This is an optimization exercise on Yosys and OpenROAD, whose aim is small area and a short achievable clock period, not a production implementation.
Where RTL was checked, it was by simulation tests only, not by an equivalence proof against the original.
For run 1, only the layout was checked, not whether the RTL still works.
The flow treats the clock pin as an ideal source. Dropping or thinning the clock tree relies on that and would not hold on a real chip.
No activity file was given, so power comes from the tool's default toggle rates.

==> flow/design.v (outline; a module is shown in full before it is edited, if it fits) <==
// module MBF: 821 lines
// module MBF_fa: 6 lines
// module MBF_dl_a22o: 5 lines
// module MBF_dl_o22a: 5 lines
// module MBF_dl_a2bb2o: 5 lines
// module MBF_dl_o2bb2a: 5 lines
// module MBF_ha: 6 lines
module MBF(clk, reset, x_valid, x_in, y_valid, z_valid, y, z);
  // ...
==> flow/flow/run.sh <==
#!/bin/bash
set -e
here=$(cd "$(dirname "$0")" && pwd)
export BUFFER_PORTS_ARGS="-buffer_cell sky130_fd_sc_hd__buf_2"
export POST_SYNTH_TCL="$here/post_synth.tcl"
export CTS_ARGS="-sink_clustering_enable -repair_clock_nets -dont_use_dummy_load -sink_clustering_size 32 -sink_clustering_max_diameter 100 -sink_clustering_buffer sky130_fd_sc_hd__clkbuf_16"
bash standard.sh > standard.log 2>&1
==> flow/flow/post_synth.tcl <==
# The delay line's polarity-flipping next-state cells come out of ABC at drive
# strength 2; they drive one flip-flop each and are far from critical.
foreach inst [get_cells *] {
  set m [get_property $inst ref_name]
  if {$m eq "sky130_fd_sc_hd__o2bb2ai_2"} {
    replace_cell $inst sky130_fd_sc_hd__o2bb2ai_1
  } elseif {$m eq "sky130_fd_sc_hd__a2bb2oi_2"} {
    replace_cell $inst sky130_fd_sc_hd__a2bb2oi_1
  }
}
==> flow/standard.sh <==
#!/bin/bash
# synth_recipe.tcl (not shown) runs the flow's synth.tcl, then flattens the netlist and writes it again
# the make line also repeats each setting of config.mk as NAME=value (left out here)
make -C /OpenROAD-flow-scripts/flow DESIGN_CONFIG=/design/flow/config.mk WORK_HOME=/design/flow/orfs CLKGATE_MAP_FILE= SYNTH_SCRIPT=/design/flow/synth_recipe.tcl "${@:-finish}"
==> flow/config.mk <==
export PLATFORM = sky130hd
export DESIGN_NAME = MBF
export DESIGN_NICKNAME = MBF
export VERILOG_FILES = /design/flow/design.v
export SDC_FILE = /design/flow/constraint.sdc
export NUM_CORES = 4
export LEC_CHECK = 0
export CAP_MARGIN = 20
export CORE_MARGIN = 2
export CORE_UTILIZATION = 65
export SLEW_MARGIN = 20
export SYNTH_HIERARCHICAL = 1
==> flow/constraint.sdc <==
create_clock -name core_clock -period 12.0 [get_ports {clk}]
set_input_delay 2.4000 -clock core_clock [delete_from_list [all_inputs] [get_ports {clk}]]
set_output_delay 2.4000 -clock core_clock [all_outputs]
set_load 0.01 [all_outputs]
==> run summary, run 1 <==
status=timing/DRC/antenna clean; Post-CTS Setup Inserts=0; Top Consumer=combinational logic; actual slew at the worst max-slew pin=approximately 0.73 ns; switching share of total power=36.8%; unrepaired setup endpoints after global routing=no; Max-area cell class=multi-input combinational cells; combinational share of power=a little under half; CP Max Fanout=2; DIE AREA=around 18,000 um2; final instance area=between 10,000 and 15,000 um2; worst hold start=x0[1]; inverters=between 80 and 90; Leak Pwr=0.00492 uW; largest net degree at the start of global routing=64; slowest CP cell=dfxtp_1; RD Place Congestion=between 0.8 and 0.9; final worst setup slack=8.67 ns; Final HPWL DP=between 15,000 and 20,000 um; Reg2Reg Capture Point=y_r[4]; most common cell after layout, fill and taps aside=dfxtp_1; Fmax achieved=between 0.3 and 0.4 GHz; initial core utilization=between 60% and 70%; DP Area=between 10,000 and 15,000 um2; GR Overflow Total=0; Logic power comb=between 1000 and 1500 uW; clk pwr=358 uW
==> run 2: changes to the inputs <==
--- a/flow/design.v
+++ b/flow/design.v
@@ -798,25 +798,191 @@
     po12_1 <= os325;
     po13_0 <= oc326;
     po13_1 <= os327;
     po14_0 <= oc328;
     po14_1 <= os329;
     po15_0 <= oc330;
     po15_1 <= d6[7];
 end
-wire [16:0] sl = {lc390, lc388, lc386, lc384, lc382, lc380, lc378, lc376, lc374, lc372, lc370, lc368, lc366, lc364, lc362, ls361, pe0_0}
-                + {lc360, ls389, ls387, ls385, ls383, ls381, ls379, ls377, ls375, ls373, ls371, ls369, ls367, ls365, ls363, ~po1_0, po0_0};
-wire [16:0] sh2 = {hc450, hc448, hc446, hc444, hc442, hc440, hc438, hc436, hc434, hc432, hc430, hc428, hc426, hc424, hc422, pe0_0, ~pe0_0}
-                + {hc420, hs449, hs447, hs445, hs443, hs441, hs439, hs437, hs435, hs433, hs431, hs429, hs427, hs425, hs423, hs421, npo0_0};
+wire sl_g0_0 = pe0_0 & po0_0;
+wire sl_p0_0 = pe0_0 | po0_0;
+wire sl_g1_1 = ls361 & ~po1_0;
+wire sl_p1_1 = ls361 | ~po1_0;
+wire sl_g2_2 = lc362 & ls363;
+wire sl_p2_2 = lc362 | ls363;
+wire sl_g3_3 = lc364 & ls365;
+wire sl_p3_3 = lc364 | ls365;
+wire sl_g4_4 = lc366 & ls367;
+wire sl_p4_4 = lc366 | ls367;
+wire sl_g5_5 = lc368 & ls369;
+wire sl_p5_5 = lc368 | ls369;
+wire sl_g6_6 = lc370 & ls371;
+wire sl_p6_6 = lc370 | ls371;
+wire sl_g7_7 = lc372 & ls373;
+wire sl_p7_7 = lc372 | ls373;
+wire sl_g8_8 = lc374 & ls375;
+wire sl_p8_8 = lc374 | ls375;
+wire sl_g9_9 = lc376 & ls377;
+wire sl_p9_9 = lc376 ^ ls377;
+wire sl_g10_10 = lc378 & ls379;
+wire sl_p10_10 = lc378 ^ ls379;
+wire sl_g11_11 = lc380 & ls381;
+wire sl_p11_11 = lc380 ^ ls381;
+wire sl_g12_12 = lc382 & ls383;
+wire sl_p12_12 = lc382 ^ ls383;
+wire sl_g13_13 = lc384 & ls385;
+wire sl_p13_13 = lc384 ^ ls385;
+wire sl_g14_14 = lc386 & ls387;
+wire sl_p14_14 = lc386 ^ ls387;
+wire sl_g15_15 = lc388 & ls389;
+wire sl_p15_15 = lc388 ^ ls389;
+wire sl_g16_16 = lc390 & lc360;
+wire sl_p16_16 = lc390 ^ lc360;
+wire sl_g1_0 = sl_g1_1 | (sl_p1_1 & sl_g0_0);
+wire sl_g3_2 = sl_g3_3 | (sl_p3_3 & sl_g2_2);
+wire sl_p3_2 = sl_p3_3 & sl_p2_2;
+wire sl_g5_4 = sl_g5_5 | (sl_p5_5 & sl_g4_4);
+wire sl_p5_4 = sl_p5_5 & sl_p4_4;
+wire sl_g7_6 = sl_g7_7 | (sl_p7_7 & sl_g6_6);
+wire sl_p7_6 = sl_p7_7 & sl_p6_6;
+wire sl_g9_8 = sl_g9_9 | (sl_p9_9 & sl_g8_8);
+wire sl_p9_8 = sl_p9_9 & sl_p8_8;
+wire sl_g11_10 = sl_g11_11 | (sl_p11_11 & sl_g10_10);
+wire sl_p11_10 = sl_p11_11 & sl_p10_10;
+wire sl_g13_12 = sl_g13_13 | (sl_p13_13 & sl_g12_12);
+wire sl_p13_12 = sl_p13_13 & sl_p12_12;
+wire sl_g15_14 = sl_g15_15 | (sl_p15_15 & sl_g14_14);
+wire sl_p15_14 = sl_p15_15 & sl_p14_14;
+wire sl_g2_0 = sl_g2_2 | (sl_p2_2 & sl_g1_0);
+wire sl_g3_0 = sl_g3_2 | (sl_p3_2 & sl_g1_0);
+wire sl_g6_4 = sl_g6_6 | (sl_p6_6 & sl_g5_4);
+wire sl_p6_4 = sl_p6_6 & sl_p5_4;
+wire sl_g7_4 = sl_g7_6 | (sl_p7_6 & sl_g5_4);
+wire sl_p7_4 = sl_p7_6 & sl_p5_4;
+wire sl_g10_8 = sl_g10_10 | (sl_p10_10 & sl_g9_8);
+wire sl_p10_8 = sl_p10_10 & sl_p9_8;
+wire sl_g11_8 = sl_g11_10 | (sl_p11_10 & sl_g9_8);
+wire sl_p11_8 = sl_p11_10 & sl_p9_8;
+wire sl_g14_12 = sl_g14_14 | (sl_p14_14 & sl_g13_12);
+wire sl_p14_12 = sl_p14_14 & sl_p13_12;
+wire sl_g15_12 = sl_g15_14 | (sl_p15_14 & sl_g13_12);
+wire sl_p15_12 = sl_p15_14 & sl_p13_12;
+wire sl_g4_0 = sl_g4_4 | (sl_p4_4 & sl_g3_0);
+wire sl_g5_0 = sl_g5_4 | (sl_p5_4 & sl_g3_0);
+wire sl_g6_0 = sl_g6_4 | (sl_p6_4 & sl_g3_0);
+wire sl_g7_0 = sl_g7_4 | (sl_p7_4 & sl_g3_0);
+wire sl_g12_8 = sl_g12_12 | (sl_p12_12 & sl_g11_8);
+wire sl_p12_8 = sl_p12_12 & sl_p11_8;
+wire sl_g13_8 = sl_g13_12 | (sl_p13_12 & sl_g11_8);
+wire sl_p13_8 = sl_p13_12 & sl_p11_8;
+wire sl_g14_8 = sl_g14_12 | (sl_p14_12 & sl_g11_8);
+wire sl_p14_8 = sl_p14_12 & sl_p11_8;
+wire sl_g15_8 = sl_g15_12 | (sl_p15_12 & sl_g11_8);
+wire sl_p15_8 = sl_p15_12 & sl_p11_8;
+wire sl_g8_0 = sl_g8_8 | (sl_p8_8 & sl_g7_0);
+wire sl_g9_0 = sl_g9_8 | (sl_p9_8 & sl_g7_0);
+wire sl_g10_0 = sl_g10_8 | (sl_p10_8 & sl_g7_0);
+wire sl_g11_0 = sl_g11_8 | (sl_p11_8 & sl_g7_0);
+wire sl_g12_0 = sl_g12_8 | (sl_p12_8 & sl_g7_0);
+wire sl_g13_0 = sl_g13_8 | (sl_p13_8 & sl_g7_0);
+wire sl_g14_0 = sl_g14_8 | (sl_p14_8 & sl_g7_0);
+wire sl_g15_0 = sl_g15_8 | (sl_p15_8 & sl_g7_0);
+wire sl_g16_0 = sl_g16_16 | (sl_p16_16 & sl_g15_0);
+wire [7:0] sl = {sl_p16_16 ^ sl_g15_0, sl_p15_15 ^ sl_g14_0, sl_p14_14 ^ sl_g13_0, sl_p13_13 ^ sl_g12_0, sl_p12_12 ^ sl_g11_0, sl_p11_11 ^ sl_g10_0, sl_p10_10 ^ sl_g9_0, sl_p9_9 ^ sl_g8_0};
+wire sh2_g0_0 = ~pe0_0 & npo0_0;
+wire sh2_p0_0 = ~pe0_0 | npo0_0;
+wire sh2_g1_1 = pe0_0 & hs421;
+wire sh2_p1_1 = pe0_0 | hs421;
+wire sh2_g2_2 = hc422 & hs423;
+wire sh2_p2_2 = hc422 | hs423;
+wire sh2_g3_3 = hc424 & hs425;
+wire sh2_p3_3 = hc424 | hs425;
+wire sh2_g4_4 = hc426 & hs427;
+wire sh2_p4_4 = hc426 | hs427;
+wire sh2_g5_5 = hc428 & hs429;
+wire sh2_p5_5 = hc428 | hs429;
+wire sh2_g6_6 = hc430 & hs431;
+wire sh2_p6_6 = hc430 | hs431;
+wire sh2_g7_7 = hc432 & hs433;
+wire sh2_p7_7 = hc432 | hs433;
+wire sh2_g8_8 = hc434 & hs435;
+wire sh2_p8_8 = hc434 | hs435;
+wire sh2_g9_9 = hc436 & hs437;
+wire sh2_p9_9 = hc436 ^ hs437;
+wire sh2_g10_10 = hc438 & hs439;
+wire sh2_p10_10 = hc438 ^ hs439;
+wire sh2_g11_11 = hc440 & hs441;
+wire sh2_p11_11 = hc440 ^ hs441;
+wire sh2_g12_12 = hc442 & hs443;
+wire sh2_p12_12 = hc442 ^ hs443;
+wire sh2_g13_13 = hc444 & hs445;
+wire sh2_p13_13 = hc444 ^ hs445;
+wire sh2_g14_14 = hc446 & hs447;
+wire sh2_p14_14 = hc446 ^ hs447;
+wire sh2_g15_15 = hc448 & hs449;
+wire sh2_p15_15 = hc448 ^ hs449;
+wire sh2_g16_16 = hc450 & hc420;
+wire sh2_p16_16 = hc450 ^ hc420;
+wire sh2_g1_0 = sh2_g1_1 | (sh2_p1_1 & sh2_g0_0);
+wire sh2_g3_2 = sh2_g3_3 | (sh2_p3_3 & sh2_g2_2);
+wire sh2_p3_2 = sh2_p3_3 & sh2_p2_2;
+wire sh2_g5_4 = sh2_g5_5 | (sh2_p5_5 & sh2_g4_4);
+wire sh2_p5_4 = sh2_p5_5 & sh2_p4_4;
+wire sh2_g7_6 = sh2_g7_7 | (sh2_p7_7 & sh2_g6_6);
+wire sh2_p7_6 = sh2_p7_7 & sh2_p6_6;
+wire sh2_g9_8 = sh2_g9_9 | (sh2_p9_9 & sh2_g8_8);
+wire sh2_p9_8 = sh2_p9_9 & sh2_p8_8;
+wire sh2_g11_10 = sh2_g11_11 | (sh2_p11_11 & sh2_g10_10);
+wire sh2_p11_10 = sh2_p11_11 & sh2_p10_10;
+wire sh2_g13_12 = sh2_g13_13 | (sh2_p13_13 & sh2_g12_12);
+wire sh2_p13_12 = sh2_p13_13 & sh2_p12_12;
+wire sh2_g15_14 = sh2_g15_15 | (sh2_p15_15 & sh2_g14_14);
+wire sh2_p15_14 = sh2_p15_15 & sh2_p14_14;
+wire sh2_g2_0 = sh2_g2_2 | (sh2_p2_2 & sh2_g1_0);
+wire sh2_g3_0 = sh2_g3_2 | (sh2_p3_2 & sh2_g1_0);
+wire sh2_g6_4 = sh2_g6_6 | (sh2_p6_6 & sh2_g5_4);
+wire sh2_p6_4 = sh2_p6_6 & sh2_p5_4;
+wire sh2_g7_4 = sh2_g7_6 | (sh2_p7_6 & sh2_g5_4);
+wire sh2_p7_4 = sh2_p7_6 & sh2_p5_4;
+wire sh2_g10_8 = sh2_g10_10 | (sh2_p10_10 & sh2_g9_8);
+wire sh2_p10_8 = sh2_p10_10 & sh2_p9_8;
+wire sh2_g11_8 = sh2_g11_10 | (sh2_p11_10 & sh2_g9_8);
+wire sh2_p11_8 = sh2_p11_10 & sh2_p9_8;
+wire sh2_g14_12 = sh2_g14_14 | (sh2_p14_14 & sh2_g13_12);
+wire sh2_p14_12 = sh2_p14_14 & sh2_p13_12;
+wire sh2_g15_12 = sh2_g15_14 | (sh2_p15_14 & sh2_g13_12);
+wire sh2_p15_12 = sh2_p15_14 & sh2_p13_12;
+wire sh2_g4_0 = sh2_g4_4 | (sh2_p4_4 & sh2_g3_0);
+wire sh2_g5_0 = sh2_g5_4 | (sh2_p5_4 & sh2_g3_0);
+wire sh2_g6_0 = sh2_g6_4 | (sh2_p6_4 & sh2_g3_0);
+wire sh2_g7_0 = sh2_g7_4 | (sh2_p7_4 & sh2_g3_0);
+wire sh2_g12_8 = sh2_g12_12 | (sh2_p12_12 & sh2_g11_8);
+wire sh2_p12_8 = sh2_p12_12 & sh2_p11_8;
+wire sh2_g13_8 = sh2_g13_12 | (sh2_p13_12 & sh2_g11_8);
+wire sh2_p13_8 = sh2_p13_12 & sh2_p11_8;
+wire sh2_g14_8 = sh2_g14_12 | (sh2_p14_12 & sh2_g11_8);
+wire sh2_p14_8 = sh2_p14_12 & sh2_p11_8;
+wire sh2_g15_8 = sh2_g15_12 | (sh2_p15_12 & sh2_g11_8);
+wire sh2_p15_8 = sh2_p15_12 & sh2_p11_8;
+wire sh2_g8_0 = sh2_g8_8 | (sh2_p8_8 & sh2_g7_0);
+wire sh2_g9_0 = sh2_g9_8 | (sh2_p9_8 & sh2_g7_0);
+wire sh2_g10_0 = sh2_g10_8 | (sh2_p10_8 & sh2_g7_0);
+wire sh2_g11_0 = sh2_g11_8 | (sh2_p11_8 & sh2_g7_0);
+wire sh2_g12_0 = sh2_g12_8 | (sh2_p12_8 & sh2_g7_0);
+wire sh2_g13_0 = sh2_g13_8 | (sh2_p13_8 & sh2_g7_0);
+wire sh2_g14_0 = sh2_g14_8 | (sh2_p14_8 & sh2_g7_0);
+wire sh2_g15_0 = sh2_g15_8 | (sh2_p15_8 & sh2_g7_0);
+wire sh2_g16_0 = sh2_g16_16 | (sh2_p16_16 & sh2_g15_0);
+wire [7:0] sh2 = {sh2_p16_16 ^ sh2_g15_0, sh2_p15_15 ^ sh2_g14_0, sh2_p14_14 ^ sh2_g13_0, sh2_p13_13 ^ sh2_g12_0, sh2_p12_12 ^ sh2_g11_0, sh2_p11_11 ^ sh2_g10_0, sh2_p10_10 ^ sh2_g9_0, sh2_p9_9 ^ sh2_g8_0};
 reg  [7:0] y_r, z_r;
 reg        v2, v3;
 always @(posedge clk) begin
-    y_r <= sl[16:9];
-    z_r <= sh2[16:9];
+    y_r <= sl;
+    z_r <= sh2;
     v2 <= sh & ~reset;
     v3 <= v2 & ~reset;
 end
 assign y = y_r;
 assign z = z_r;
 assign y_valid = v3;
 assign z_valid = v3;
 endmodule
==> run 2 against run 1 <==
Against the previous run: utilization increased by 0.82 points; sequential cell count unchanged; global-route usage decreased by 0.23 points; first-iteration DRC count decreased by 5.2%; critical path type unchanged; cell area decreased by 2.4%; highest routed layer unchanged; hold slack got worse by 0.0060 ns; sequential share of layout area increased by 0.91 points; critical path depth unchanged; combinational power decreased by 19%.
==> run summary, run 2 <==
critical path arrival=0.93 ns (about the same); IO Count=29 (unchanged); Critical Path Source Type=flip-flop (unchanged); wire per inst=20.3 um (about the same); CTS tree=done (unchanged); layout cells sized above 1=6.81% (was 6.22%); Mapped Nets=1,002 (was 1,047); unrepaired setup endpoints after global routing=no (unchanged); I/O Buffers=28 (unchanged); delay of the slowest cell on the worst path=0.34 ns (was 0.33 ns); maximum vdd ir drop=0.166 mV (was 0.160 mV); status=timing/DRC/antenna clean (unchanged); cts hold-fix bufs=0 (unchanged); total wire length=20,500 um (was 21,100 um); initial core utilization=66.8% (was 66.3%); TritonCTS Buffers=11 (was 10); RD Place Congestion=0.868 (was 0.879); root buffer cell=clkbuf_16 (unchanged); largest net degree at the start of global routing=64 (unchanged); final max-slew violation count=0 (unchanged); most common cell after layout, fill and taps aside=dfxtp_1 (unchanged); first-pass detailed-route iteration total=5 (was 7); first-pass GRT wire length=34,200 um (was 34,900 um); slowest CP cell=dfxtp_1 (unchanged); hold crit path type=reg -> reg (unchanged); CP Cell Sequence=buf_2 (unchanged); Fin. Hold Viols=0 (unchanged); core footprint=16,000 um2 (was 16,600 um2); most frequent cells in the layout=dfxtp_1, fa_1, inv_1, ha_1, a22o_1 (unchanged); # clock sinks=211 (unchanged); CP Class=reg -> out (unchanged); Cell Pwr Density=183 nW/um2 (was 194 nW/um2); Total GRT Usage=24.8% (was 25.0%); diode count=0 (unchanged); actual slew at the worst max-slew pin=0.723 ns (was 0.730 ns); Worst EP required=9.60 ns (about the same); Rows=46 (was 47); height of the chip=132 um (was 134 um); Mapped Area=10,700 um2 (was 11,000 um2); CP Max Fanout=1 (was 2); Die W=132 um (was 134 um); DIE AREA=17,500 um2 (was 18,000 um2); slew margin rel.=51.8% (was 51.3%); vias in the first global route=6,473 (was 6,650); Fmax achieved=0.300 GHz (was 0.301 GHz); drc violations=0 (unchanged); Syn Area/Cell=14.2 um2 (was 14.1 um2); Final #Nets=1,045 (was 1,088); initial antenna violation count=0 (unchanged); total vias in the final route=5,893 (was 6,153); Final HPWL DP=15,900 um (was 16,600 um); Iter 0 DRT Violations=309 (was 326); area growth from synthesis to layout=6.63% (was 6.17%); via/cell ratio=5.84 (was 5.92); fin crit share=27.7% (about the same); Syn. warnings=7 (unchanged); Crit. End Element=output pin (unchanged); Post-Layout Cell Count=1,009 (was 1,040); CTS H-Tree Depth=1 (unchanged); post_cts resized=0 (unchanged); Final min period=3.33 ns (about the same); final setup fails=0 (unchanged); clock slew seen by the registers of the worst setup and hold paths=0.11 ns (about the same); Post-CTS Setup Inserts=0 (unchanged); Synth Instances=752 (was 781); Worst-Skew Late Latency=0.49 ns (was 0.48 ns); DRT antenna net count=0 (unchanged); Leak Pwr=0.00472 uW (was 0.00492 uW); GR Overflow Total=0 (unchanged); cell total after placement=998 (was 1,030); Longest Clk Path Bufs=3 (unchanged); clk_skew=0.0603 ns (was 0.0553 ns); Max-Cap Viols=0 (unchanged); total negative setup slack=0 ns (unchanged); cell family with most CP delay=flip-flops (unchanged); critical path buffer and inverter count=1 (unchanged)
## run 2: stage by stage
step	cell area (um2)	setup slack, ns	total power, uW	utilization, %	hold WS [ns]
floorplan	10700	9.03	1510	-	0.332
global placement	11100	8.92	1690	69.5	0.344
finish	11400	8.67	2090	71.2	0.356
global route	11400	8.63	2240	71.2	0.374
CTS	11400	8.66	2100	71.2	0.354
detailed placement	11100	8.85	1720	69.5	0.341
## run 2: final cells by class
| class | count | area (um2) |
|---|---|---|
| clock buffer | 11 | 275 |
| timing repair buffer | 31 | 163 |
| fill | 1143 | 4610 |
| tap | 216 | 270 |
| sequential | 211 | 4230 |
| multi-input combinational | 456 | 6140 |
| inverter | 84 | 315 |
## run 2: final timing paths
| path | from | to | slack [ns] | cells past startpoint |
|---|---|---|---|---|
| worst max-delay path | y_r[4] | y[4] | 8.67 | 1 |
| worst max register to register | pe9_0 | z_r[7] | 8.82 | 9 |
| worst min-delay path | d14[1] | po1_1 | 0.36 | 0 |
| worst min register to register | d14[1] | po1_1 | 0.36 | 0 |
## run 2: worst register-to-register path, stage by stage (launching register included)
cell and delay, ns:
dfxtp_1 0.36, fa_1 0.56, fa_1 0.43, ha_1 0.36, a311oi_1 0.28, o21ai_0 0.14
a21oi_2 0.21, o21ai_2 0.12, or4_1 0.47, and3_1 0.15
## run 2: where the power goes
| group | leakage (uW) | switching (uW) | internal, uW | total [uW] |
|---|---|---|---|---|
| sequential | 0.00173 | 44.5 | 779 | 823 |
| combinational | 0.00286 | 477 | 409 | 886 |
| clock | 0.000136 | 213 | 166 | 379 |
## run 2: routing by layer
metal	wire (um)	GRT usage [%]	vias to the layer above
met2	9320	39.1	141
met4	352	4.72	0
met1	9840	37.9	3062
li1	-	-	2668
met3	962	3.08	22
met5	0	0	-
==> run 3: changes to the inputs <==
==> flow/flow/run.sh (replaced) <==
#!/bin/bash
set -e
here=$(cd "$(dirname "$0")" && pwd)
export BUFFER_PORTS_ARGS="-buffer_cell sky130_fd_sc_hd__buf_2"
export POST_SYNTH_TCL="$here/post_synth.tcl"
export CTS_ARGS="-sink_clustering_enable -repair_clock_nets -dont_use_dummy_load -sink_clustering_size 32 -sink_clustering_max_diameter 100 -sink_clustering_buffer sky130_fd_sc_hd__clkbuf_16"
export POST_CTS_TCL="$here/post_cts.tcl"
bash standard.sh > standard.log 2>&1
==> flow/flow/post_cts.tcl (new file) <==
set block [ord::get_db_block]
foreach inst [$block getInsts] {
  if {[$inst getName] ne "clkbuf_0_clk"} { continue }
  set in_net [[$inst findITerm A] getNet]
  set out_net [[$inst findITerm X] getNet]
  set loads {}
  foreach it [$out_net getITerms] {
    if {[$it getInst] ne $inst} { lappend loads $it }
  }
  if {[llength $loads] > 4} {
    puts "post_cts: root buffer drives [llength $loads] loads, kept"
    break
  }
  foreach it $loads {
    $it disconnect
    $it connect $in_net
  }
  [$inst findITerm A] disconnect
  [$inst findITerm X] disconnect
  odb::dbInst_destroy $inst
  odb::dbNet_destroy $out_net
  puts "post_cts: removed root buffer, clock port drives [llength $loads] buffers"
}
estimate_parasitics -placement
report_clock_min_period
--- a/flow/config.mk
+++ b/flow/config.mk
@@ -7,6 +7,6 @@
 export LEC_CHECK = 0
 export CAP_MARGIN = 20
 export CORE_MARGIN = 2
-export CORE_UTILIZATION = 65
+export CORE_UTILIZATION = 75
 export SLEW_MARGIN = 20
 export SYNTH_HIERARCHICAL = 1
==> run 3 against run 2 <==
Against the previous run: sequential power is essentially flat; combinational power rose by 0.5%; non-clock buffer count is 1 lower; worst setup slack improved by 0.13 ns; clock power is 5.8% lower; clock skew hardly changed; global-route usage up 4.4 points; critical endpoint is now z_r[7].
==> run summary, run 3 <==
Rows=43 (was 46); CP Max Fanout=4 (was 1); switching share of total power=35.2% (about the same); share of total power in the clock network=17.2% (was 18.1%); layout cells sized above 1=6.57% (was 6.81%); DIE AREA=15,200 um2 (was 17,500 um2); I/O Buffers=28 (unchanged); combinational share of power=43.0% (was 42.4%); sw power=730 uW (was 735 uW); R2R Setup Slk=8.80 ns (was 8.82 ns); wire per inst=21.3 um (was 20.3 um); via/cell ratio=6.15 (was 5.84); # clock sinks=211 (unchanged); Mapped Nets=1,002 (unchanged); hold path cells=0 (unchanged); Max-Cap Viols=0 (unchanged); unrepaired setup endpoints after global routing=no (unchanged); initial antenna violation count=0 (unchanged); R2R depth=9 (unchanged); diode count=0 (unchanged); Endpoint, Worst Hold=po1_1 (unchanged); largest net degree at the start of global routing=64 (unchanged); area growth from synthesis to layout=5.93% (was 6.63%); overall power=2070 uW (was 2090 uW); Crit. End Element=flip-flop (was output pin); Syn Area/Cell=14.2 um2 (unchanged); final setup fails=0 (unchanged); fin crit share=26.7% (was 27.7%); Worst-Skew Late Latency=0.35 ns (was 0.49 ns); Final HPWL DP=15,700 um (was 15,900 um); CP Class=reg -> reg (was reg -> out); delay of the slowest cell on the worst path=0.59 ns (was 0.34 ns); Synth Instances=752 (unchanged); status=timing/DRC/antenna clean (unchanged); Worst EP required=12.23 ns (was 9.60 ns); P_int=1340 uW (was 1350 uW); slew margin rel.=50.7% (was 51.8%); initial core utilization=77.0% (was 66.8%); RD Place Congestion=0.876 (was 0.868); CP Cell Sequence=fa_1 > fa_1 > ha_1 > a311oi_1 > o21ai_0 > a21oi_2 > o21ai_2 > or4_1 > and3_1 (was buf_2); Fin. Hold Viols=0 (unchanged); first-pass detailed-route iteration total=5 (unchanged); total vias in the final route=5,973 (was 5,893); clock slew seen by the registers of the worst setup and hold paths=0.11 ns (about the same); GR Overflow Total=0 (unchanged); maximum vdd ir drop=0.156 mV (was 0.166 mV); actual slew at the worst max-slew pin=0.739 ns (was 0.723 ns); final max-slew violation count=0 (unchanged); DRT antenna net count=0 (unchanged); Die W=123 um (was 132 um); Leak Pwr=0.00470 uW (was 0.00472 uW); Reg2Reg Capture Point=z_r[7] (unchanged); Cell Pwr Density=183 nW/um2 (about the same); reg2reg start=pe9_0 (unchanged); cell family with most CP delay=adder cells (was flip-flops); Most common cell on crit path=fa_1; Final min period=3.20 ns (was 3.33 ns); critical path buffer and inverter count=0 (was 1); Total GRT Usage=29.2% (was 24.8%); drc violations=0 (unchanged); most common cell after layout, fill and taps aside=dfxtp_1 (unchanged); Fmax achieved=0.313 GHz (was 0.300 GHz); worst hold start=d14[1] (unchanged); total negative setup slack=0 ns (unchanged); Iter 0 DRT Violations=561 (was 309); Syn. warnings=7 (unchanged); clk_skew=0.0602 ns (was 0.0603 ns); first-pass GRT wire length=33,600 um (was 34,200 um); Reg power frac=39.8% (was 39.4%); most frequent cells in the layout=dfxtp_1, fa_1, inv_1, ha_1, a22o_1 (unchanged); total wire length=20,700 um (was 20,500 um); Fillers=792 (was 1,143); height of the chip=123 um (was 132 um); Critical Path Source Type=flip-flop (unchanged); critical path arrival=3.43 ns (was 0.93 ns); core footprint=13,900 um2 (was 16,000 um2); IO Count=29 (unchanged); slowest CP cell=fa_1 (was dfxtp_1); vias in the first global route=6,409 (was 6,473); Mapped Area=10,700 um2 (unchanged); Final #Nets=1,043 (was 1,045); hold crit path type=reg -> reg (unchanged)
[run 3: final cells by class]
class | instances | area, um2 | share of cell area (%)
Inverter | 84 | 315 | 2.79
Sequential cell | 211 | 4230 | 37.4
Tap cell | 180 | 225 | 1.99
Clock buffer | 10 | 250 | 2.21
Multi-Input combinational cell | 456 | 6140 | 54.2
Timing Repair Buffer | 30 | 155 | 1.37
[run 3: through the flow]
step / setup WS [ns] / hold slack (ns) / utilization [%] / std cells / cell area, um2
final: 8.80 / 0.374 / 81.5 / 971 / 11300
after global routing: 8.56 / 0.380 / 81.5 / 971 / 11300
after global placement: 8.93 / 0.343 / 79.7 / 961 / 11100
after detailed placement: 8.80 / 0.354 / 79.7 / 961 / 11100
after floorplan: 9.03 / 0.332 / - / 752 / 10700
[run 3: worst reg2reg max path, stage by stage, from the launching register on]
cell	delay (ns)
dfxtp_1	0.35
fa_1	0.59
fa_1	0.44
ha_1	0.36
a311oi_1	0.27
o21ai_0	0.14
a21oi_2	0.20
o21ai_2	0.13
or4_1	0.49
and3_1	0.16
[run 3: layer usage]
layer	vias to the layer above	track usage, %	wire length (um)
met5	-	0	0
li1	2670	-	-
met3	27	3.64	1160
met2	200	47.0	9790
met4	0	5.68	409
met1	3076	43.9	9340
[run 3: power by group through the flow]
stage	clock network (uW)	registers, uW	logic, uW
6_report	357	824	890
3_5_place_dp	0	841	871
5_1_grt	386	836	993
2_1_floorplan	0	851	663
3_3_place_gp	0	839	842
[run 3: worst max path at each step]
stage	depth (start not counted)	start	slack, ns	endpoint
final	9	pe9_0	8.80	z_r[7]
after detailed placement	9	pe9_0	8.80	z_r[7]
after floorplan	9	pe9_0	9.03	z_r[7]
after global routing	10	po9_0	8.56	z_r[7]
after global placement	9	pe9_0	8.93	z_r[7]
==> run 4: changes to the inputs <==
--- a/flow/config.mk
+++ b/flow/config.mk
@@ -7,6 +7,6 @@
 export LEC_CHECK = 0
 export CAP_MARGIN = 20
 export CORE_MARGIN = 2
-export CORE_UTILIZATION = 75
+export CORE_UTILIZATION = 65
 export SLEW_MARGIN = 20
 export SYNTH_HIERARCHICAL = 1
==> run 4 against run 3 <==
Against the previous run: still clean on timing, DRC and antenna; sequential power barely moved; clock power barely moved; via count fell by 1.2%; cell count rose by 3.8%; worst setup slack improved by 0.0041 ns; routed wire length fell by 0.82%; total power fell by 0.20%; first-iteration DRC count fell by 44%; hold slack got worse by 0.020 ns; die area rose by 15%; critical endpoint is now y[4].
==> run summary, run 4 <==
Fin. Hold Viols=0 (unchanged); Final min period=3.20 ns (about the same); CP Class=reg -> out (was reg -> reg); final setup fails=0 (unchanged); core footprint=16,000 um2 (was 13,900 um2); first-pass GRT wire length=34,100 um (was 33,600 um); RD Place Congestion=0.868 (was 0.876); DIE AREA=17,500 um2 (was 15,200 um2); area growth from synthesis to layout=6.39% (was 5.93%); via/cell ratio=5.86 (was 6.15); Iter 0 DRT Violations=313 (was 561); drc violations=0 (unchanged); maximum vdd ir drop=0.162 mV (was 0.156 mV); Synth Instances=752 (unchanged); CP Cell Sequence=buf_2 (was fa_1 > fa_1 > ha_1 > a311oi_1 > o21ai_0 > a21oi_2 > o21ai_2 > or4_1 > and3_1); Rows=46 (was 43); actual slew at the worst max-slew pin=0.736 ns (was 0.739 ns); worst hold margin=0.354 ns (was 0.374 ns); cell family with most CP delay=flip-flops (was adder cells); layout cells sized above 1=6.69% (was 6.57%); Syn. warnings=7 (unchanged); I/O Buffers=28 (unchanged); height of the chip=132 um (was 123 um); Mapped Nets=1,002 (unchanged); clk_skew=0.0528 ns (was 0.0602 ns); vias in the first global route=6,473 (was 6,409); fin crit share=26.6% (was 26.7%); diode count=0 (unchanged); total vias in the final route=5,902 (was 5,973); Endpoint, Worst Hold=po1_1 (unchanged); area of the multi-input gates=6140 um2 (unchanged); # clock sinks=211 (unchanged); slew margin rel.=51.0% (was 50.7%); Critical Path Source Type=flip-flop (unchanged); hold path cells=0 (unchanged); Fillers=1,146 (was 792); Final #Nets=1,044 (was 1,043); DRT antenna net count=0 (unchanged); Mapped Area=10,700 um2 (unchanged); Post-Layout Cell Count=1,008 (was 971); total negative setup slack=0 ns (unchanged); largest net degree at the start of global routing=64 (unchanged); IO Count=29 (unchanged); CP Max Fanout=1 (was 4); total wire length=20,500 um (was 20,700 um); Worst EP required=9.60 ns (was 12.23 ns); Reg2Reg Capture Point=z_r[7] (unchanged); clock slew seen by the registers of the worst setup and hold paths=0.11 ns (about the same); most common cell after layout, fill and taps aside=dfxtp_1 (unchanged); most frequent cells in the layout=dfxtp_1, fa_1, inv_1, ha_1, a22o_1 (unchanged); Die W=132 um (was 123 um); delay of the slowest cell on the worst path=0.34 ns (was 0.59 ns); GR Overflow Total=0 (unchanged); worst hold start=d14[1] (unchanged); Fmax achieved=0.313 GHz (about the same); Total GRT Usage=24.7% (was 29.2%); wire per inst=20.4 um (was 21.3 um); cell total after placement=998 (was 961); Leak Pwr=0.00471 uW (was 0.00470 uW); critical path buffer and inverter count=1 (was 0); critical path arrival=0.80 ns (was 3.43 ns); R2R depth=9 (unchanged); Reg area=4230 um2 (about the same); Max-Cap Viols=0 (unchanged); Syn Area/Cell=14.2 um2 (unchanged); R2R Setup Slk=8.82 ns (was 8.80 ns); Final HPWL DP=15,900 um (was 15,700 um); status=timing/DRC/antenna clean (unchanged); unrepaired setup endpoints after global routing=no (unchanged); hold crit path type=reg -> reg (unchanged); Worst-Skew Late Latency=0.35 ns (about the same); final max-slew violation count=0 (unchanged); initial antenna violation count=0 (unchanged); first-pass detailed-route iteration total=5 (unchanged); initial core utilization=66.8% (was 77.0%); Cell Pwr Density=182 nW/um2 (was 183 nW/um2); slowest CP cell=dfxtp_1 (was fa_1); Crit. End Element=output pin (was flip-flop); reg2reg start=pe9_0 (unchanged)
## run 4: stage by stage
step                total power, uW  area (um2)  setup WS [ns]  utilization [%]
global placement               1690       11100           8.92             69.5
global route                   2220       11400           8.70             71.1
finish                         2070       11400           8.80             71.1
floorplan                      1510       10700           9.03                -
detailed placement             1720       11100           8.85             69.5
## run 4: power breakdown
group	switching [uW]	internal, uW	total (uW)	leakage [uW]
clock network	205	151	357	0.000123
logic	477	410	887	0.00286
registers	44.6	779	823	0.00173
total	727	1340	2070	0.00471
## run 4: worst max path at each step
stage | startpoint | endpoint | slack (ns) | cells past startpoint
3_3_place_gp | pe9_0 | y_r[7] | 8.92 | 9
6_report | y_r[4] | y[4] | 8.80 | 1
2_1_floorplan | pe9_0 | z_r[7] | 9.03 | 9
5_1_grt | pe9_0 | z_r[7] | 8.70 | 9
3_5_place_dp | pe9_0 | z_r[7] | 8.85 | 9
## run 4: final cells by class
class / instances / area share [%]
clock buffers: 10 / 2.20
multi-input cells: 456 / 54.0
well taps: 216 / 2.38
flip-flops and latches: 211 / 37.2
inverters: 84 / 2.77
repair buffers: 31 / 1.43
## run 4: metal layers
metal,GRT usage [%],vias to the layer above,share of wire (%)
met1,37.9,3066,48
met4,4.42,0,1.7
met5,0,-,0
li1,-,2666,-
met3,2.73,22,4.8
met2,39.1,148,45
==> run 5: changes to the inputs <==
==> flow/flow/run.sh (replaced) <==
#!/bin/bash
set -e
here=$(cd "$(dirname "$0")" && pwd)
export BUFFER_PORTS_ARGS="-buffer_cell sky130_fd_sc_hd__buf_2"
export POST_SYNTH_TCL="$here/post_synth.tcl"
export CTS_ARGS="-sink_clustering_enable -repair_clock_nets -dont_use_dummy_load -sink_clustering_size 24 -sink_clustering_max_diameter 80 -sink_clustering_buffer sky130_fd_sc_hd__clkbuf_16"
export POST_CTS_TCL="$here/post_cts.tcl"
bash standard.sh > standard.log 2>&1
==> run 5 against run 4 <==
Against the previous run: still clean; via count is 0.46% higher; clock-buffer cell count is 2 higher; hold slack better by 0.0018 ns; sequential cell count stayed put; routed wire length is 1.2% higher; total power is 1.5% higher; cell count is 0.20% higher; combinational power hardly changed; first-iteration DRC count is 6.1% higher; cell area is 0.44% higher; sequential power hardly changed; clock skew is 0.017 ns lower; critical endpoint is now z_r[7].
==> run summary, run 5 <==
CP Max Fanout=4 (was 1); I/O Buffers=28 (unchanged); Final min period=3.20 ns (about the same); clk_skew=0.0358 ns (was 0.0528 ns); sw power=731 uW (was 727 uW); GR Overflow Total=0 (unchanged); Layout Utilization=71.4% (was 71.1%); unrepaired setup endpoints after global routing=no (unchanged); Fin. Hold Viols=0 (unchanged); Rows=46 (unchanged); Synth Instances=752 (unchanged); Reg power frac=39.2% (was 39.8%); switching share of total power=34.8% (was 35.2%); initial core utilization=66.8% (unchanged); Mapped Nets=1,002 (unchanged); total negative setup slack=0 ns (unchanged); P_int=1370 uW (was 1340 uW); most frequent cells in the layout=dfxtp_1, fa_1, inv_1, ha_1, a22o_1 (unchanged); clock slew seen by the registers of the worst setup and hold paths=0.09 ns (was 0.11 ns); drc violations=0 (unchanged); layout cells sized above 1=6.93% (was 6.69%); first-pass GRT wire length=34,800 um (was 34,100 um); initial antenna violation count=0 (unchanged); Worst-Skew Late Latency=0.34 ns (was 0.35 ns); IO Count=29 (unchanged); final max-slew violation count=0 (unchanged); vias in the first global route=6,533 (was 6,473); # clock sinks=211 (unchanged); DRT antenna net count=0 (unchanged); Critical Path Source Type=flip-flop (unchanged); share of total power in the clock network=18.6% (was 17.3%); Syn Area/Cell=14.2 um2 (unchanged); total wire length=20,800 um (was 20,500 um); Worst EP required=12.20 ns (was 9.60 ns); Iter 0 DRT Violations=332 (was 313); critical path arrival=3.40 ns (was 0.80 ns); Final HPWL DP=15,900 um (unchanged); DIE AREA=17,500 um2 (unchanged); largest net degree at the start of global routing=64 (unchanged); Max-Cap Viols=0 (unchanged); Cell Pwr Density=184 nW/um2 (was 182 nW/um2); Fmax achieved=0.313 GHz (about the same); Final #Nets=1,046 (was 1,044); Total GRT Usage=25.2% (was 24.7%); height of the chip=132 um (unchanged); reg2reg start=pe8_0 (was pe9_0); fin crit share=26.6% (about the same); wire per inst=20.6 um (was 20.4 um); status=timing/DRC/antenna clean (unchanged); combinational share of power=42.2% (was 42.9%); final setup fails=0 (unchanged); hold crit path type=reg -> reg (unchanged); maximum vdd ir drop=0.159 mV (was 0.162 mV); actual slew at the worst max-slew pin=0.727 ns (was 0.736 ns); total vias in the final route=5,929 (was 5,902); core footprint=16,000 um2 (unchanged); Leak Pwr=0.00473 uW (was 0.00471 uW); worst hold start=d14[1] (unchanged); area growth from synthesis to layout=6.86% (was 6.39%); most common cell after layout, fill and taps aside=dfxtp_1 (unchanged); CP startpoint=pe8_0 (was y_r[4]); Syn. warnings=7 (unchanged); RD Place Congestion=0.868 (unchanged); Die W=132 um (unchanged); Crit. End Element=flip-flop (was output pin); diode count=0 (unchanged); CP Class=reg -> reg (was reg -> out); via/cell ratio=5.87 (was 5.86); Mapped Area=10,700 um2 (unchanged); first-pass detailed-route iteration total=5 (unchanged); slew margin rel.=51.5% (was 51.0%)
-- run 5: worst max-delay path: stages (launching register included) --
cell,delay (ns)
dfxtp_1,0.36
fa_1,0.47
fa_1,0.50
ha_1,0.36
a311oi_1,0.28
o21ai_0,0.15
a21oi_2,0.20
o21ai_2,0.12
or4_1,0.47
and3_1,0.15
-- run 5: worst paths after layout --
check                 to  slack (ns)  cells past startpoint
setup / recovery  z_r[7]        8.80                      9
hold / removal     po1_1        0.36                      0
setup reg to reg  z_r[7]        8.80                      9
hold reg to reg    po1_1        0.36                      0
-- run 5: per-stage QoR --
stage | hold slack [ns] | total power, uW | std cells | area (um2) | setup WS, ns
floorplan | 0.332 | 1510 | 752 | 10700 | 9.03
global placement | 0.344 | 1690 | 998 | 11100 | 8.92
detailed placement | 0.341 | 1720 | 998 | 11100 | 8.85
global route | 0.375 | 2260 | 1010 | 11400 | 8.65
finish | 0.356 | 2100 | 1010 | 11400 | 8.80
-- run 5: routing by layer --
metal	share of wire [%]	global-route usage, %	vias to the layer above
met3	4.8	2.88	23
met4	1.9	4.90	0
met5	0	0	-
met2	46	39.8	158
li1	-	-	2665
met1	47	38.7	3083
-- run 5: area by class of cell --
class                   instances  area (um2)
well taps                     216         270
inverters                      84         315
fillers                      1142        4580
repair buffers                 31         163
clock buffers                  12         300
flip-flops and latches        211        4230
multi-input cells             456        6140
-- run 5: power groups by stage --
stage / logic, uW / clock network, uW / registers (uW)
2_1_floorplan: 663 / 0 / 851
3_3_place_gp: 854 / 0 / 837
3_5_place_dp: 884 / 0 / 841
5_1_grt: 1000 / 426 / 833
6_report: 885 / 390 / 823
==> run 6: changes to the inputs <==
==> flow/flow/run.sh (replaced) <==
#!/bin/bash
set -e
here=$(cd "$(dirname "$0")" && pwd)
export BUFFER_PORTS_ARGS="-buffer_cell sky130_fd_sc_hd__buf_2"
export POST_SYNTH_TCL="$here/post_synth.tcl"
export CTS_ARGS="-sink_clustering_enable -repair_clock_nets -dont_use_dummy_load -sink_clustering_size 32 -sink_clustering_max_diameter 100 -sink_clustering_buffer sky130_fd_sc_hd__clkbuf_16"
export POST_CTS_TCL="$here/post_cts.tcl"
bash standard.sh > standard.log 2>&1
--- a/flow/flow/post_cts.tcl
+++ b/flow/flow/post_cts.tcl
@@ -23,3 +23,18 @@
 }
 estimate_parasitics -placement
 report_clock_min_period
+
+# Output-side drive: the flip-flops that drive output ports get drive
+# strength 2 and the output port buffers buf_4.
+foreach inst [$block getInsts] {
+  set name [$inst getName]
+  set m [[$inst getMaster] getName]
+  if {$m eq "sky130_fd_sc_hd__dfxtp_1" && [regexp {^(y_r|z_r|v3)} $name]} {
+    $inst swapMaster [[ord::get_db] findMaster sky130_fd_sc_hd__dfxtp_2]
+  }
+  if {$m eq "sky130_fd_sc_hd__buf_2" && [regexp {^output} $name]} {
+    $inst swapMaster [[ord::get_db] findMaster sky130_fd_sc_hd__buf_4]
+  }
+}
+detailed_placement
+estimate_parasitics -placement
==> run 6 against run 5 <==
Against the previous run: maximum frequency hardly changed; worst setup slack worse by 0.0014 ns; non-clock buffer count stayed put; critical endpoint is now y[4]; hold slack hardly changed; critical path type is now reg -> out; via count is 0.66% lower; sequential cell count stayed put; global-route usage is 0.53 points lower.
==> run summary, run 6 <==
cell family with most CP delay=flip-flops (was adder cells); vias in the first global route=6,496 (was 6,533); Die W=132 um (unchanged); Iter 0 DRT Violations=303 (was 332); core footprint=16,000 um2 (unchanged); final max-slew violation count=0 (unchanged); Critical Path Source Type=flip-flop (unchanged); via/cell ratio=5.84 (was 5.87); Worst EP required=9.60 ns (was 12.20 ns); Syn Area/Cell=14.2 um2 (unchanged); final setup fails=0 (unchanged); Cell Pwr Density=182 nW/um2 (was 184 nW/um2); Fmax achieved=0.313 GHz (about the same); RD Place Congestion=0.868 (unchanged); critical path arrival=0.80 ns (was 3.40 ns); Mapped Nets=1,002 (unchanged); maximum vdd ir drop=0.163 mV (was 0.159 mV); Synth Instances=752 (unchanged); clk_skew=0.0507 ns (was 0.0358 ns); DP Area=11,100 um2 (unchanged); fin crit share=26.7% (was 26.6%); I/O Buffers=28 (unchanged); unrepaired setup endpoints after global routing=no (unchanged); critical path buffer and inverter count=1 (was 0); slew margin rel.=51.0% (was 51.5%); wire per inst=20.3 um (was 20.6 um); Worst-Skew Late Latency=0.35 ns (was 0.34 ns); DIE AREA=17,500 um2 (unchanged); total vias in the final route=5,890 (was 5,929); slowest CP cell=dfxtp_2 (was fa_1); GR Overflow Total=0 (unchanged); IO Count=29 (unchanged); # clock sinks=211 (unchanged); first-pass detailed-route iteration total=5 (unchanged); Syn. warnings=7 (unchanged); CP Class=reg -> out (was reg -> reg); total wire length=20,500 um (was 20,800 um); initial core utilization=66.8% (unchanged); Crit. End Element=output pin (was flip-flop); hold crit path type=reg -> reg (unchanged); largest net degree at the start of global routing=64 (unchanged); DRT antenna net count=0 (unchanged); delay of the slowest cell on the worst path=0.33 ns (was 0.50 ns); Final min period=3.20 ns (about the same); Mapped Area=10,700 um2 (unchanged); CP Cell Sequence=buf_4 (was fa_1 > fa_1 > ha_1 > a311oi_1 > o21ai_0 > a21oi_2 > o21ai_2 > or4_1 > and3_1); most common cell after layout, fill and taps aside=fa_1 (was dfxtp_1); Final HPWL DP=15,900 um (unchanged); total negative setup slack=0 ns (unchanged); actual slew at the worst max-slew pin=0.734 ns (was 0.727 ns); status=timing/DRC/antenna clean (unchanged); Final #Nets=1,044 (was 1,046); most frequent cells in the layout=fa_1, dfxtp_1, inv_1, ha_1, a22o_1 (was dfxtp_1, fa_1, inv_1, ha_1, a22o_1); overall power=2090 uW (was 2100 uW); Fin. Hold Viols=0 (unchanged); height of the chip=132 um (unchanged); final instance area=11,400 um2 (about the same); diode count=0 (unchanged); area growth from synthesis to layout=7.01% (was 6.86%); drc violations=0 (unchanged); Leak Pwr=0.00472 uW (was 0.00473 uW); clock slew seen by the registers of the worst setup and hold paths=0.11 ns (was 0.09 ns); Max-Cap Viols=0 (unchanged); Rows=46 (unchanged); layout cells sized above 1=8.84% (was 6.93%); initial antenna violation count=0 (unchanged); CP Max Fanout=1 (was 4); Total GRT Usage=24.7% (was 25.2%); first-pass GRT wire length=34,200 um (was 34,800 um)
==> run 6: cell count changes in the layout (fill, tap and decap cells not counted) <==
| cell | before | now |
|---|---|---|
| clkbuf_16 | 12 | 10 |
| buf_2 | 28 | 10 |
| dfxtp_2 | 3 | 20 |
| buf_4 | 3 | 21 |
| dfxtp_1 | 207 | 190 |
==> run 6: cell type report <==
| type | count | area, um2 |
|---|---|---|
| timing repair buffer | 31 | 208 |
| fill | 1138 | 4570 |
| clock buffer | 10 | 250 |
| inverter | 84 | 315 |
| sequential | 211 | 4250 |
| multi-input combinational | 456 | 6140 |
| tap | 216 | 270 |
==> run 6: worst paths after layout <==
check        startpoint  endpoint  slack [ns]  cells after the start
min              d14[1]     po1_1        0.36                      0
min reg2reg      d14[1]     po1_1        0.36                      0
max              y_r[4]      y[4]        8.80                      1
max reg2reg       pe9_0    z_r[7]        8.81                      9
==> run 6: metal layers <==
layer	vias to the layer above	track usage [%]	part of all wire [%]
met5	-	0	0
met4	0	4.42	1.7
met3	20	2.73	4.0
met2	127	39.2	46
met1	3084	37.9	48
li1	2659	-	-
==> run 6: stage by stage <==
step	utilization (%)	worst slack, ns	hold WS (ns)	cells
after floorplan	-	9.03	0.332	752
after global placement	69.5	8.92	0.344	998
after detailed placement	69.5	8.85	0.341	998
after global routing	71.5	8.70	0.374	1008
final	71.5	8.80	0.356	1008
==> run 6: power by group <==
part / leakage, uW / internal [uW] / switching, uW
Sequential: 0.00173 / 785 / 46.0
Combinational: 0.00287 / 424 / 477
Clock: 0.000123 / 151 / 204

## what the ideal ports hide
The results above use ideal ports. As a check the final layouts listed here were re-extracted and re-timed, cells and wires unchanged. Step 1 assumes that a clkbuf_16 drives the clock port and a buf_2 every other input. Step 2 adds t to the input delays and takes it off the output delays; t is the mean of the earliest and latest rising clock arrival at the registers after step 1. Input paths then give back, and output paths get back, about the clock's delay inside the block. Three values: ideal ports, drivers, drivers and shift; two values: the first two.
| run | shift t [ns] | slack for setup (ns) | worst data-port slew with drivers (ns) |
|---|---|---|---|
| run 1 | 0.499 | 8.675 / 8.627 / 8.871 | 0.03 |
| run 2 | 0.500 | 8.671 / 8.627 / 8.819 | 0.03 |
| run 3 | 0.372 | 8.801 / 8.771 / 8.801 | 0.03 |
| run 4 | 0.380 | 8.805 / 8.746 / 8.819 | 0.03 |
| run 5 | 0.379 | 8.803 / 8.753 / 8.803 | 0.03 |
| run 6 | 0.379 | 8.802 / 8.743 / 8.813 | 0.03 |
After both steps setup and hold are still met in every run listed.
